This design comes from an exercise in tuning for small area, a short achievable clock period and few clock cycles per item on the open sky130 flow, not from production work.
At most, simulation tests tie the RTL to the original design; equivalence was not proved.
Power and IR drop assume default switching activity.

Setup of rev 12:
==> module dec3to8, before the edit <==
module dec3to8(
    input [2:0] W,
    input En,
    output reg [7:0] Y
    );
integer i;
always @(*)
    for (i = 0; i < 8; i = i + 1)
        Y[i] = En && W == i;
endmodule
==> module processor, before the edit <==
module processor(
    input [15:0] DIN,
    input Resetn, Clock, Run,
    output reg Done,
    output [15:0] BusWires
    );
reg [127:0] rf;         
reg         pend;       
reg [2:0]   mvi_rx;     
wire [2:0] rx = DIN[12:10];
wire [2:0] ry = DIN[9:7];
wire is_mvi = ~DIN[14] & DIN[13];    
wire use_x  = ~pend & DIN[14];       
wire sub    = ~pend & DIN[13];       
wire [7:0] xsel, ysel;
integer i;
dec3to8 decx(.W(rx), .En(use_x), .Y(xsel));
dec3to8 decy(.W(ry), .En(~pend), .Y(ysel));
wire [15:0] X, Y;
rdport8 portx(.rf(rf), .sel(xsel), .q(X));
rdport9 porty(.rf(rf), .sel(ysel), .ext(DIN), .ext_sel(pend), .q(Y));
addsub alu(.a(X), .b(Y), .sub(sub), .s(BusWires));
always @(*)
    Done = Resetn & (pend | (Run & ~is_mvi));
wire [2:0] wa = pend ? mvi_rx : rx;
always @(posedge Clock) begin
    if (!pend) mvi_rx <= rx;
    pend <= Resetn & ~pend & Run & is_mvi;
    for (i = 0; i < 8; i = i + 1)
        if (Done && wa == i) rf[16*i +: 16] <= BusWires;
end
endmodule
clock: 10.0 ns
lec_check: 0
cap_margin: 20
core_margin: 2
core_utilization: 40
setup_slack_margin: 5
slew_margin: 20
synth_hierarchical: 1
standard.sh (not shown) runs the stock make flow with config.mk's settings and CLKGATE_MAP_FILE= SYNTH_SCRIPT=/design/flow/synth_recipe.tcl, a recipe that flattens the netlist after the stock synthesis.
==> flow/flow/run.sh <==
#!/bin/bash
# Standard ORFS layout with these changes:
#  - port buffers are plain buffers (sky130_fd_sc_hd__buf_2), not delay buffers;
#  - clock tree from clkbuf_8 only, without dummy balancing loads;
#  - setup repair limited to the moves: unbuffer,sizeup,swap
set -euo pipefail
bash standard.sh \
  BUFFER_PORTS_ARGS="-buffer_cell sky130_fd_sc_hd__buf_2" \
  CTS_ARGS="-sink_clustering_enable -repair_clock_nets -dont_use_dummy_load -buf_list sky130_fd_sc_hd__clkbuf_8" \
  SETUP_MOVE_SEQUENCE="unbuffer,sizeup,swap" \
  finish > orfs_make.log 2>&1
Both conditions hold for rev 12: the flow ran to the end and the final layout passed the timing, DRC and antenna checks.
The following lists how rev 13 was set up differently from rev 12:
--- a/flow/design.v
+++ b/flow/design.v
@@ -24,16 +24,6 @@
         q = q | (rf[16*i +: 16] & {16{sel[i]}});
 end
 endmodule
-module dec3to8(
-    input [2:0] W,
-    input En,
-    output reg [7:0] Y
-    );
-integer i;
-always @(*)
-    for (i = 0; i < 8; i = i + 1)
-        Y[i] = En && W == i;
-endmodule
 module addsub(
     input [15:0] a, b,
     input sub,
@@ -55,10 +45,13 @@
 wire is_mvi = ~DIN[14] & DIN[13];    
 wire use_x  = ~pend & DIN[14];       
 wire sub    = ~pend & DIN[13];       
-wire [7:0] xsel, ysel;
+reg [7:0] xsel, ysel;
 integer i;
-dec3to8 decx(.W(rx), .En(use_x), .Y(xsel));
-dec3to8 decy(.W(ry), .En(~pend), .Y(ysel));
+always @(*)
+    for (i = 0; i < 8; i = i + 1) begin
+        xsel[i] = use_x && rx == i;
+        ysel[i] = !pend && ry == i;
+    end
 wire [15:0] X, Y;
 rdport8 portx(.rf(rf), .sel(xsel), .q(X));
 rdport9 porty(.rf(rf), .sel(ysel), .ext(DIN), .ext_sel(pend), .q(Y));
[summary]
Looking at critical path's slowest cell, the sky130_fd_sc_hd__nor2_4 result is from rev 13; the sky130_fd_sc_hd__and4b_4 one comes from rev 12. The run showing the greater maximum number of pins on one net before global-route repair is rev 13. Going from rev 12 to rev 13, count of TritonRoute iterations in the first routing pass down 1; total power flat; slew of the pin with the lowest slew margin up 0.065 ns. Between rev 13 and rev 12, the average instance area after synthesis is lower for rev 13. When rev 13 is set beside rev 12, its utilization turns out to be 0.60 points larger. Post-route met1 wirelength, rev 13 and rev 12, lower one = rev 13. Rev 13 reports a lower setup slack than rev 12 does. The met3 wire length in rev 13 sits 0.88% below the value recorded for rev 12.
Testbench counts of rev 13, summed over its fixed seeds: cycles 9,996, items 8,000.
Only the layout flow was run in rev 12; the RTL was not checked for function there.


processor, a different RTL version from the one above (not shown whole).
For scale: ~530 cells after synthesis, about 130 flip-flops, ~7200 µm² of cells after synthesis.
==> module rdport8, before the edit <==
module rdport8(
    input [127:0] rf,
    input [7:0] sel,
    output reg [15:0] q
    );
integer i;
always @(*) begin
    q = 16'd0;
    for (i = 0; i < 8; i = i + 1)
        q = q | (rf[16*i +: 16] & {16{sel[i]}});
end
endmodule
==> module rdport9, before the edit <==
module rdport9(
    input [127:0] rf,
    input [7:0] sel,
    input [15:0] ext,
    input ext_sel,
    output reg [15:0] q
    );
integer i;
always @(*) begin
    q = ext & {16{ext_sel}};
    for (i = 0; i < 8; i = i + 1)
        q = q | (rf[16*i +: 16] & {16{sel[i]}});
end
endmodule
==> module bypass, before the edit <==
module bypass(
    input sel,
    input [15:0] d, s,
    output [15:0] q
    );
assign q = sel ? d : s;
endmodule
==> module processor, before the edit <==
module processor(
    input [15:0] DIN,
    input Resetn, Clock, Run,
    output reg Done,
    output [15:0] BusWires
    );
reg [127:0] rf;         
reg         pend;       
reg [2:0]   mvi_rx;     
wire [2:0] rx = DIN[12:10];
wire [2:0] ry = DIN[9:7];
wire is_mvi = ~DIN[14] & DIN[13];    
wire use_x  = ~pend & DIN[14];       
wire sub    = ~pend & DIN[13];       
reg [7:0] xsel, ysel;
integer i;
always @(*)
    for (i = 0; i < 8; i = i + 1) begin
        xsel[i] = use_x && rx == i;
        ysel[i] = ry == i;
    end
wire [15:0] X, Y;
rdport8 portx(.rf(rf), .sel(xsel), .q(X));
rdport8 porty(.rf(rf), .sel(ysel), .q(Y));
wire [15:0] sum;
addsub alu(.a(X), .b(Y), .sub(sub), .s(sum));
wire [15:0] wdata;
bypass out_mux(.sel(pend), .d(DIN), .s(sum), .q(BusWires));
bypass wr_mux(.sel(pend), .d(DIN), .s(sum), .q(wdata));
always @(*)
    Done = Resetn & (pend | (Run & ~is_mvi));
wire [2:0] wa = pend ? mvi_rx : rx;
always @(posedge Clock) begin
    if (!pend) mvi_rx <= rx;
    pend <= Resetn & ~pend & Run & is_mvi;
    for (i = 0; i < 8; i = i + 1)
        if (Done && wa == i) rf[16*i +: 16] <= wdata;
end
endmodule
==> flow/config.mk <==
export PLATFORM = sky130hd
export DESIGN_NAME = processor
export DESIGN_NICKNAME = processor
export VERILOG_FILES = /design/flow/design.v
export SDC_FILE = /design/flow/constraint.sdc
export NUM_CORES = 4
export LEC_CHECK = 0
export CAP_MARGIN = 20
export CORE_MARGIN = 2
export CORE_UTILIZATION = 40
export SETUP_SLACK_MARGIN = 4
export SLEW_MARGIN = 20
export SYNTH_HIERARCHICAL = 1
==> flow/constraint.sdc <==
create_clock -name core_clock -period 10.0 [get_ports {Clock}]
set_input_delay 2.0000 -clock core_clock [delete_from_list [all_inputs] [get_ports {Clock}]]
set_output_delay 2.0000 -clock core_clock [all_outputs]
set_load 0.01 [all_outputs]
Scripts as last shown in full above: flow/flow/run.sh
Change:
==> flow/design.v (replaced) <==
module rdport8(
    input [127:0] rf,
    input [7:0] sel_lo, sel_hi,
    output reg [15:0] q
    );
integer i;
always @(*) begin
    q = 16'd0;
    for (i = 0; i < 8; i = i + 1)
        q = q | (rf[16*i +: 16] & {{8{sel_hi[i]}}, {8{sel_lo[i]}}});
end
endmodule
module dec3to8(
    input [2:0] W,
    input En,
    output reg [7:0] Y
    );
integer i;
always @(*)
    for (i = 0; i < 8; i = i + 1)
        Y[i] = En && W == i;
endmodule
module addsub(
    input [15:0] a, b,
    input sub,
    output [15:0] s
    );
assign s = a + (b ^ {16{sub}}) + {15'd0, sub};
endmodule
module processor(
    input [15:0] DIN,
    input Resetn, Clock, Run,
    output reg Done,
    output [15:0] BusWires
    );
reg [127:0] rf;         
reg         pend;       
reg [2:0]   mvi_rx;     
wire [2:0] rx = DIN[12:10];
wire [2:0] ry = DIN[9:7];
wire is_mvi = ~DIN[14] & DIN[13];    
wire use_x  = ~pend & DIN[14];       
wire sub    = ~pend & DIN[13];       
wire [7:0] xsel_lo, xsel_hi, ysel_lo, ysel_hi;
integer i;
dec3to8 decx_lo(.W(rx), .En(use_x), .Y(xsel_lo));
dec3to8 decx_hi(.W(rx), .En(use_x), .Y(xsel_hi));
dec3to8 decy_lo(.W(ry), .En(1'b1), .Y(ysel_lo));
dec3to8 decy_hi(.W(ry), .En(1'b1), .Y(ysel_hi));
wire [15:0] X, Y;
rdport8 portx(.rf(rf), .sel_lo(xsel_lo), .sel_hi(xsel_hi), .q(X));
rdport8 porty(.rf(rf), .sel_lo(ysel_lo), .sel_hi(ysel_hi), .q(Y));
wire [15:0] sum;
addsub alu(.a(X), .b(Y), .sub(sub), .s(sum));
assign BusWires = pend ? DIN : sum;
always @(*)
    Done = Resetn & (pend | (Run & ~is_mvi));
wire [2:0] wa = pend ? mvi_rx : rx;
always @(posedge Clock) begin
    if (!pend) mvi_rx <= rx;
    pend <= Resetn & ~pend & Run & is_mvi;
    for (i = 0; i < 8; i = i + 1)
        if (Done && wa == i) rf[16*i +: 16] <= BusWires;
end
endmodule
Register-to-register slack gets better by 480 ps.
Critical path depth is unchanged.
Power went down by 7.9%.
Final cell count went down by about 1.1%.
Non-clock buffer count went down by 14.
Maximum frequency went up by 1.0%.
Design area went down by 2.5%.
Function was not checked in any run of this note: the RTL went through the layout flow alone.

-- port drivers added, routing unchanged --
The flow's constraints put no driver on any port. The routed layouts listed below were extracted and timed again, unchanged, in two steps.
Step 1, drivers: a clkbuf_16 drives Clock and a buf_2 each remaining input, both assumed.
Step 2 moves the port delays by t, midway between the first and last clock arrival at a register: inputs arrive t later, outputs are due t later. That takes back most of the time a late clock gives input paths.
a / b / c = ideal / step 1 / step 2; a / b = the first two.
run	t, ns	setup WS [ns]	hold WS [ns]	clock arrival spread, ns	worst data-port slew with drivers (ns)
rev 12	0.466	3.035 / 2.984 / 2.984	0.495 / 0.495 / 0.495	0.025 / 0.025	0.07
rev 13	0.481	2.897 / 2.848 / 2.848	0.494 / 0.494 / 0.494	0.034 / 0.034	0.06
the first run of note 2	0.470	2.807 / 2.715 / 2.715	0.488 / 0.488 / 0.488	0.022 / 0.022	0.10
the second run of note 2	0.470	2.882 / 2.831 / 2.831	0.493 / 0.493 / 0.493	0.024 / 0.024	0.06
After both steps setup and hold are still met in every run listed. The setup slack of the first run of note 2, which loses most, moves by -0.092 ns with the drivers and by -0.092 ns with both steps.
